This design comes from an exercise in tuning for small area, a short achievable clock period and few clock cycles on the open sky130 flow, not from production work.
The RTL was checked by simulation tests, not by an equivalence proof against the original design.

==> v27 <==
## mips
module mips(
    input clk,
    input reset,
    input [31:0] i_inst_rdata,
    input [31:0] m_data_rdata,
    output [31:0] i_inst_addr,
    output [31:0] m_data_addr,
    output [31:0] m_data_wdata,
    output [3 :0] m_data_byteen,
    output [31:0] m_inst_addr,
    output w_grf_we,
    output [4:0] w_grf_addr,
    output [31:0] w_grf_wdata,
    output [31:0] w_inst_addr
);
clock: 175.0 ns
lec_check: 0
cap_margin: 20
core_margin: 2
core_utilization: 45
cts_cluster_diameter: 80
cts_cluster_size: 20
place_density: 0.6
slew_margin: 20
standard.sh (not shown) runs the stock make flow with config.mk's settings and CLKGATE_MAP_FILE= SYNTH_SCRIPT=/design/flow/synth_recipe.tcl, a recipe that flattens the netlist after the stock synthesis.
==> flow/flow/run.sh <==
#!/bin/bash
# The standard layout (the standard.sh, unchanged synthesis and steps),
# with one difference: the buffers that ORFS puts on every input and output
# port are sky130_fd_sc_hd__buf_2 cells instead of its default choice.
set -euo pipefail
export BUFFER_PORTS_ARGS="-buffer_cell sky130_fd_sc_hd__buf_2"
bash standard.sh > standard_flow.log 2>&1
==> v33: changes against v27 <==
--- a/flow/design.v
+++ b/flow/design.v
@@ -15,142 +15,109 @@
     for (g = 1; g < 32; g = g + 1) begin : w
         always @(posedge clk)
             if (reset | (wa == g)) r[g] <= wdr;
     end
 endgenerate
-reg [31:0] o1, o2;
-integer k;
-always @(*) begin
-    o1 = 32'd0;
-    o2 = 32'd0;
-    for (k = 1; k < 32; k = k + 1) begin
-        o1 = o1 | (r[k] & {32{ra1 == k}});
-        o2 = o2 | (r[k] & {32{ra2 == k}});
-    end
-end
-assign rd1 = o1;
-assign rd2 = o2;
+assign rd1 = (ra1 == 5'd0) ? 32'd0 : r[ra1];
+assign rd2 = (ra2 == 5'd0) ? 32'd0 : r[ra2];
 endmodule
 module MulDiv #(parameter RM = 8, parameter RD = 4) (
     input clk,
     input reset,
     input start,             
     input [1:0] op,          
     input [31:0] a,
     input [31:0] b,
     input wr,                
     input wsel,              
-    output busy,             
-    output [31:0] hs,
-    output [31:0] hc,
-    output [31:0] lo,
-    output negr,
-    output negq
+    output busy,
+    output [31:0] hi,
+    output [31:0] lo
 );
 localparam NM = 32 / RM;
 localparam ND = 32 / RD;
 reg [31:0] hi_r, lo_r;
 reg [32:0] cc;       
 reg [31:0] dv;       
 reg        sgm;      
-reg        negq_r, negr_r;
+reg        negq, negr;
 reg        mdiv;     
-reg [3:0]  cnt;      
+reg [4:0]  cnt;
+assign hi = hi_r;
+assign lo = lo_r;
+assign busy = (cnt != 5'd0);
 wire sg = ~op[0];
-wire neg_a = op[1] & sg & a[31];
-wire neg_b = op[1] & sg & b[31];
-wire [31:0] ua = neg_a ? (~a + 32'd1) : a;
-wire [31:0] ub = neg_b ? (~b + 32'd1) : b;
-localparam SK = 3 * RD;
-localparam SL = 7 * RD;
-wire skip_l = op[1] & (|ub[31:SL]);
-wire skip   = op[1] & (|ub[31:SK]) & ~skip_l;
-wire        x_div = start ? op[1] : mdiv;
-wire        x_sg  = start ? sg : sgm;
-wire [31:0] x_hi  = start ? (skip_l ? {{(32-SL){1'b0}}, ua[31:32-SL]} :
-                             skip   ? {{(32-SK){1'b0}}, ua[31:32-SK]} : 32'd0) : hi_r;
-wire [31:0] x_lo  = start ? (skip_l ? {ua[31-SL:0], {SL{1'b0}}} :
-                             skip   ? {ua[31-SK:0], {SK{1'b0}}} : ua) : lo_r;
-wire [31:0] x_dv  = start ? ub : dv;
-wire [32:0] x_cc  = start ? {1'b1, sg, 31'd0} : cc;
-wire        x_last = start ? (op[1] ? (skip_l | (ND == 1)) : (NM == 1)) : (cnt == 4'd1);
 reg [31:0] ms, ml;
 reg [32:0] mc, mu, msum, mcar;
 reg [32:0] mx;
 integer i;
 always @(*) begin
-    ms = x_hi; mc = x_cc; ml = x_lo;
+    ms = hi_r; mc = cc; ml = lo_r;
     for (i = 0; i < RM; i = i + 1) begin
-        mx = ml[0] ? {x_sg & x_dv[31], x_dv} : 33'd0;
-        if (i == RM - 1 && x_sg && x_last)
+        mx = ml[0] ? {sgm & dv[31], dv} : 33'd0;
+        if (i == RM - 1 && sgm && cnt == 5'd1)
             mu = {mx[32], ~mx[31:0]};
         else
             mu = {~mx[32], mx[31:0]};
         msum = {1'b0, ms} ^ mc ^ mu;
         mcar = ({1'b0, ms} & mc) | ({1'b0, ms} & mu) | (mc & mu);
         ml = {msum[0], ml[31:1]};
         ms = msum[32:1];
         mc = mcar;
     end
 end
+wire [31:0] mhi = ms + mc[31:0];
 reg [31:0] dr, dq;
 reg [32:0] dt;
 integer j;
 always @(*) begin
-    dr = x_hi; dq = x_lo;
+    dr = hi_r; dq = lo_r;
     for (j = 0; j < RD; j = j + 1) begin
-        dt = {dr, dq[31]} - {1'b0, x_dv};
+        dt = {dr, dq[31]} - {1'b0, dv};
         if (!dt[32]) dr = dt[31:0];
         else         dr = {dr[30:0], dq[31]};
         dq = {dq[30:0], ~dt[32]};
     end
 end
-wire run = start | (cnt != 4'd0);
-wire [31:0] hi_nx = x_div ? dr : ms;
-wire [31:0] lo_nx = x_div ? dq : ml;
-wire [32:0] cc_nx = x_div ? 33'd0 : mc;
-wire byp = (cnt == 4'd1);
-assign busy = (cnt > 4'd1);
-assign hs = byp ? hi_nx : hi_r;
-assign hc = byp ? cc_nx[31:0] : cc[31:0];
-assign lo = byp ? lo_nx : lo_r;
-assign negr = negr_r;
-assign negq = negq_r;
+wire [31:0] dhi = negr ? (~dr + 32'd1) : dr;
+wire [31:0] dlo = negq ? (~dq + 32'd1) : dq;
+wire [31:0] ua = (sg & a[31]) ? (~a + 32'd1) : a;
+wire [31:0] ub = (sg & b[31]) ? (~b + 32'd1) : b;
 always @(posedge clk) begin
     if (reset) begin
-        cnt    <= 4'd0;
-        hi_r   <= 32'd0;
-        lo_r   <= 32'd0;
-        cc     <= 33'd0;
-        negr_r <= 1'b0;
-        negq_r <= 1'b0;
-    end else begin
-        if (start) begin
-            mdiv   <= op[1];
-            sgm    <= sg;
-            negq_r <= neg_a ^ neg_b;
-            negr_r <= neg_a;
-            dv     <= ub;
-            cnt    <= op[1] ? (skip_l ? ND - 8 : skip ? ND - 4 : ND - 1) : (NM - 1);
-        end else if (cnt != 4'd0) begin
-            cnt    <= cnt - 4'd1;
+        cnt  <= 5'd0;
+        hi_r <= 32'd0;
+        lo_r <= 32'd0;
+    end else if (start) begin
+        mdiv <= op[1];
+        sgm  <= sg;
+        negq <= sg & (a[31] ^ b[31]);
+        negr <= sg & a[31];
+        hi_r <= 32'd0;
+        cc   <= {1'b1, sg, 31'd0};
+        if (op[1]) begin
+            cnt <= ND;
+            lo_r <= ua;
+            dv <= ub;
+        end else begin
+            cnt <= NM;
+            lo_r <= b;
+            dv <= a;
         end
-        if (run) begin
-            hi_r <= hi_nx;
-            lo_r <= lo_nx;
-            cc   <= cc_nx;
-        end
-        if (wr) begin
-            if (wsel) begin
-                lo_r   <= a;
-                negq_r <= 1'b0;
-            end else begin
-                hi_r   <= a;
-                cc     <= 33'd0;
-                negr_r <= 1'b0;
-            end
+    end else if (cnt != 5'd0) begin
+        cnt <= cnt - 5'd1;
+        if (mdiv) begin
+            hi_r <= (cnt == 5'd1) ? dhi : dr;
+            lo_r <= (cnt == 5'd1) ? dlo : dq;
+        end else begin
+            hi_r <= (cnt == 5'd1) ? mhi : ms;
+            lo_r <= ml;
+            cc   <= mc;
         end
+    end else if (wr) begin
+        if (wsel) lo_r <= a;
+        else      hi_r <= a;
     end
 end
 endmodule
 module mips(
     input clk,
@@ -255,51 +222,48 @@
 wire st_load = load_M & ((use_rs & fw_m_rs) | (use_rt & fw_m_rt));
 wire st_hilo = is_hilo & md_busy;
 assign stall_X = st_load | st_hilo;
 wire [31:0] sext = {{16{imm[15]}}, imm};
 wire [31:0] zext = {16'd0, imm};
-wire [31:0] md_hs, md_hc, md_lo;
-wire        md_negr, md_negq;
-wire        is_br = i_beq | i_bne;
-wire [31:0] add_a = i_mfhi ? md_hc : i_mflo ? 32'd0 : is_br ? pc_F : a_X;
-wire [31:0] add_b = i_mfhi ? md_hs : i_mflo ? md_lo : is_br ? {sext[29:0], 2'b00} :
-                    r_type ? b_X : sext;
-wire        do_sub = i_mfhi ? md_negr : i_mflo ? md_negq : (i_sub | i_slt | i_sltu);
-wire [32:0] sum = {1'b0, add_a} + {1'b0, do_sub ? ~add_b : add_b} + {32'd0, do_sub};
+wire [31:0] add_b = r_type ? b_X : sext;
+wire        do_sub = i_sub | i_slt | i_sltu;
+wire [32:0] sum = {1'b0, a_X} + {1'b0, do_sub ? ~add_b : add_b} + {32'd0, do_sub};
 wire lt_u = ~sum[32];
 wire lt_s = (a_X[31] ^ b_X[31]) ? a_X[31] : sum[31];
+wire [31:0] hi_v, lo_v;
 reg [31:0] res_X;
 always @(*) begin
     case (1'b1)
         i_and:  res_X = a_X & b_X;
         i_andi: res_X = a_X & zext;
         i_or:   res_X = a_X | b_X;
         i_ori:  res_X = a_X | zext;
         i_slt:  res_X = {31'd0, lt_s};
         i_sltu: res_X = {31'd0, lt_u};
         i_lui:  res_X = {imm, 16'd0};
+        i_mfhi: res_X = hi_v;
+        i_mflo: res_X = lo_v;
         i_jal:  res_X = pc4_F;
         default: res_X = sum[31:0];
     endcase
 end
 wire eq = (a_X == b_X);
 wire taken = (i_beq & eq) | (i_bne & ~eq);
 assign npc_X = i_jr ? a_X :
                (i_j | i_jal) ? {pc_F[31:28], ir_X[25:0], 2'b00} :
-               taken ? sum[31:0] : pc4_F;
+               taken ? pc_F + {sext[29:0], 2'b00} : pc4_F;
 wire [1:0] ba = sum[1:0];
 wire [3:0] be_X = i_sw ? 4'b1111 :
                   i_sh ? (ba[1] ? 4'b1100 : 4'b0011) :
                   i_sb ? (4'b0001 << ba) : 4'b0000;
 wire [31:0] wd_X = i_sw ? b_X : i_sh ? {2{b_X[15:0]}} : {4{b_X[7:0]}};
 MulDiv u_md (
     .clk(clk), .reset(rst),
     .start(is_md & ~stall_X), .op(fn[1:0]),
     .a(a_X), .b(b_X),
     .wr(~stall_X & (i_mthi | i_mtlo)), .wsel(fn[1]),
-    .busy(md_busy), .hs(md_hs), .hc(md_hc), .lo(md_lo),
-    .negr(md_negr), .negq(md_negq)
+    .busy(md_busy), .hi(hi_v), .lo(lo_v)
 );
 reg  [31:0] pc_M;
 reg  [3:0]  be_M;
 reg  [31:0] wd_M;
 reg  [1:0]  lsz_M;    
@@ -325,22 +289,16 @@
 wire [15:0] ld_h = res_M[1] ? m_data_rdata[31:16] : m_data_rdata[15:0];
 wire [7:0]  ld_b = res_M[0] ? ld_h[15:8] : ld_h[7:0];
 wire [31:0] ld_v = lsz_M[1] ? {{24{ld_b[7]}}, ld_b} :
                    lsz_M[0] ? {{16{ld_h[15]}}, ld_h} : m_data_rdata;
 reg [31:0] pc_W;
-reg        we_W;
 always @(posedge clk) begin
-    if (rst) begin
-        dst_W <= 5'd0;
-        we_W  <= 1'b0;
-    end else begin
-        dst_W <= dst_M;
-        we_W  <= (dst_M != 5'd0);
-    end
+    if (rst) dst_W <= 5'd0;
+    else       dst_W <= dst_M;
     res_W <= load_M ? ld_v : res_M;
     pc_W  <= pc_M;
 end
-assign w_grf_we    = we_W;
+assign w_grf_we    = (dst_W != 5'd0);
 assign w_grf_addr  = dst_W;
 assign w_grf_wdata = res_W;
 assign w_inst_addr = pc_W;
 endmodule
==> flow/run.sh (new file) <==
#!/bin/bash
# synth_recipe.tcl (not shown) runs the flow's synth.tcl, then flattens the netlist and writes it again
# the make line also repeats each setting of config.mk as NAME=value (left out here)
make -C /OpenROAD-flow-scripts/flow DESIGN_CONFIG=/design/flow/config.mk WORK_HOME=/design/flow/orfs CLKGATE_MAP_FILE= SYNTH_SCRIPT=/design/flow/synth_recipe.tcl finish
Settings changed: CTS_CLUSTER_DIAMETER 80 to unset, CTS_CLUSTER_SIZE 20 to unset.
removed: flow/flow/run.sh
removed: flow/standard.sh
==> flow_summary.yaml <==
synth:
  synth_top_area_share_pct: 35.7
  synth_xor_area_share_pct: 2.96
  synth_area_leaders: "edfxtp_1 36%, dfxtp_1 8.8%, fa_1 6.1%"
clock_network:
  clock_latency_ps: 850
worst_setup_path:
  rrSetupSlack_ps: 143120
sta:
  worst_hold_slack_ps: 344
status:
  outcome: "no timing/DRC/antenna violations"
The numbers above come from v27.

==> flow_summary.yaml <==
clock_network:
  clock_latency_ps: 880
  cts.sinks: 1404
synth:
  synth_xor_area_share_pct: 4.08
  synth_top_area_share_pct: 36.6
grt:
  grt-ovfl-total: 0
status:
  outcome: "no timing/DRC/antenna violations"
worst_setup_path:
  rrSetupSlack_ps: 155950
The numbers above come from v33.

Testbench counts of v27, summed over its fixed seeds: cycles 51,300.
Testbench counts of v33, summed over its fixed seeds: cycles 58,322.

[afterwards: timing with drivers on the ports]
No port has a modelled driver above. Below, the same layouts with a new extraction and two added sets of constraints. Step 1, drivers: a clkbuf_16 drives clk and a buf_2 each remaining input, both assumed. Step 2 also shifts input and output timing later by t, the mid clock arrival at the registers, as if the neighbouring blocks saw the same clock. Three values: ideal ports, drivers, drivers and shift; two values: the first two.
run | shift t [ns] | setup WS [ns] | worst setup path at the end | slew at the worst register clock pin (ns) | worst data-port slew with drivers (ns)
v27 | 0.901 | 137.773 / 137.674 / 138.329 | input to register | 0.09 / 0.09 | 0.08
v33 | 0.922 | 137.172 / 137.081 / 137.340 | input to register | 0.07 / 0.07 | 0.08
After both steps setup and hold are still met in every run listed.
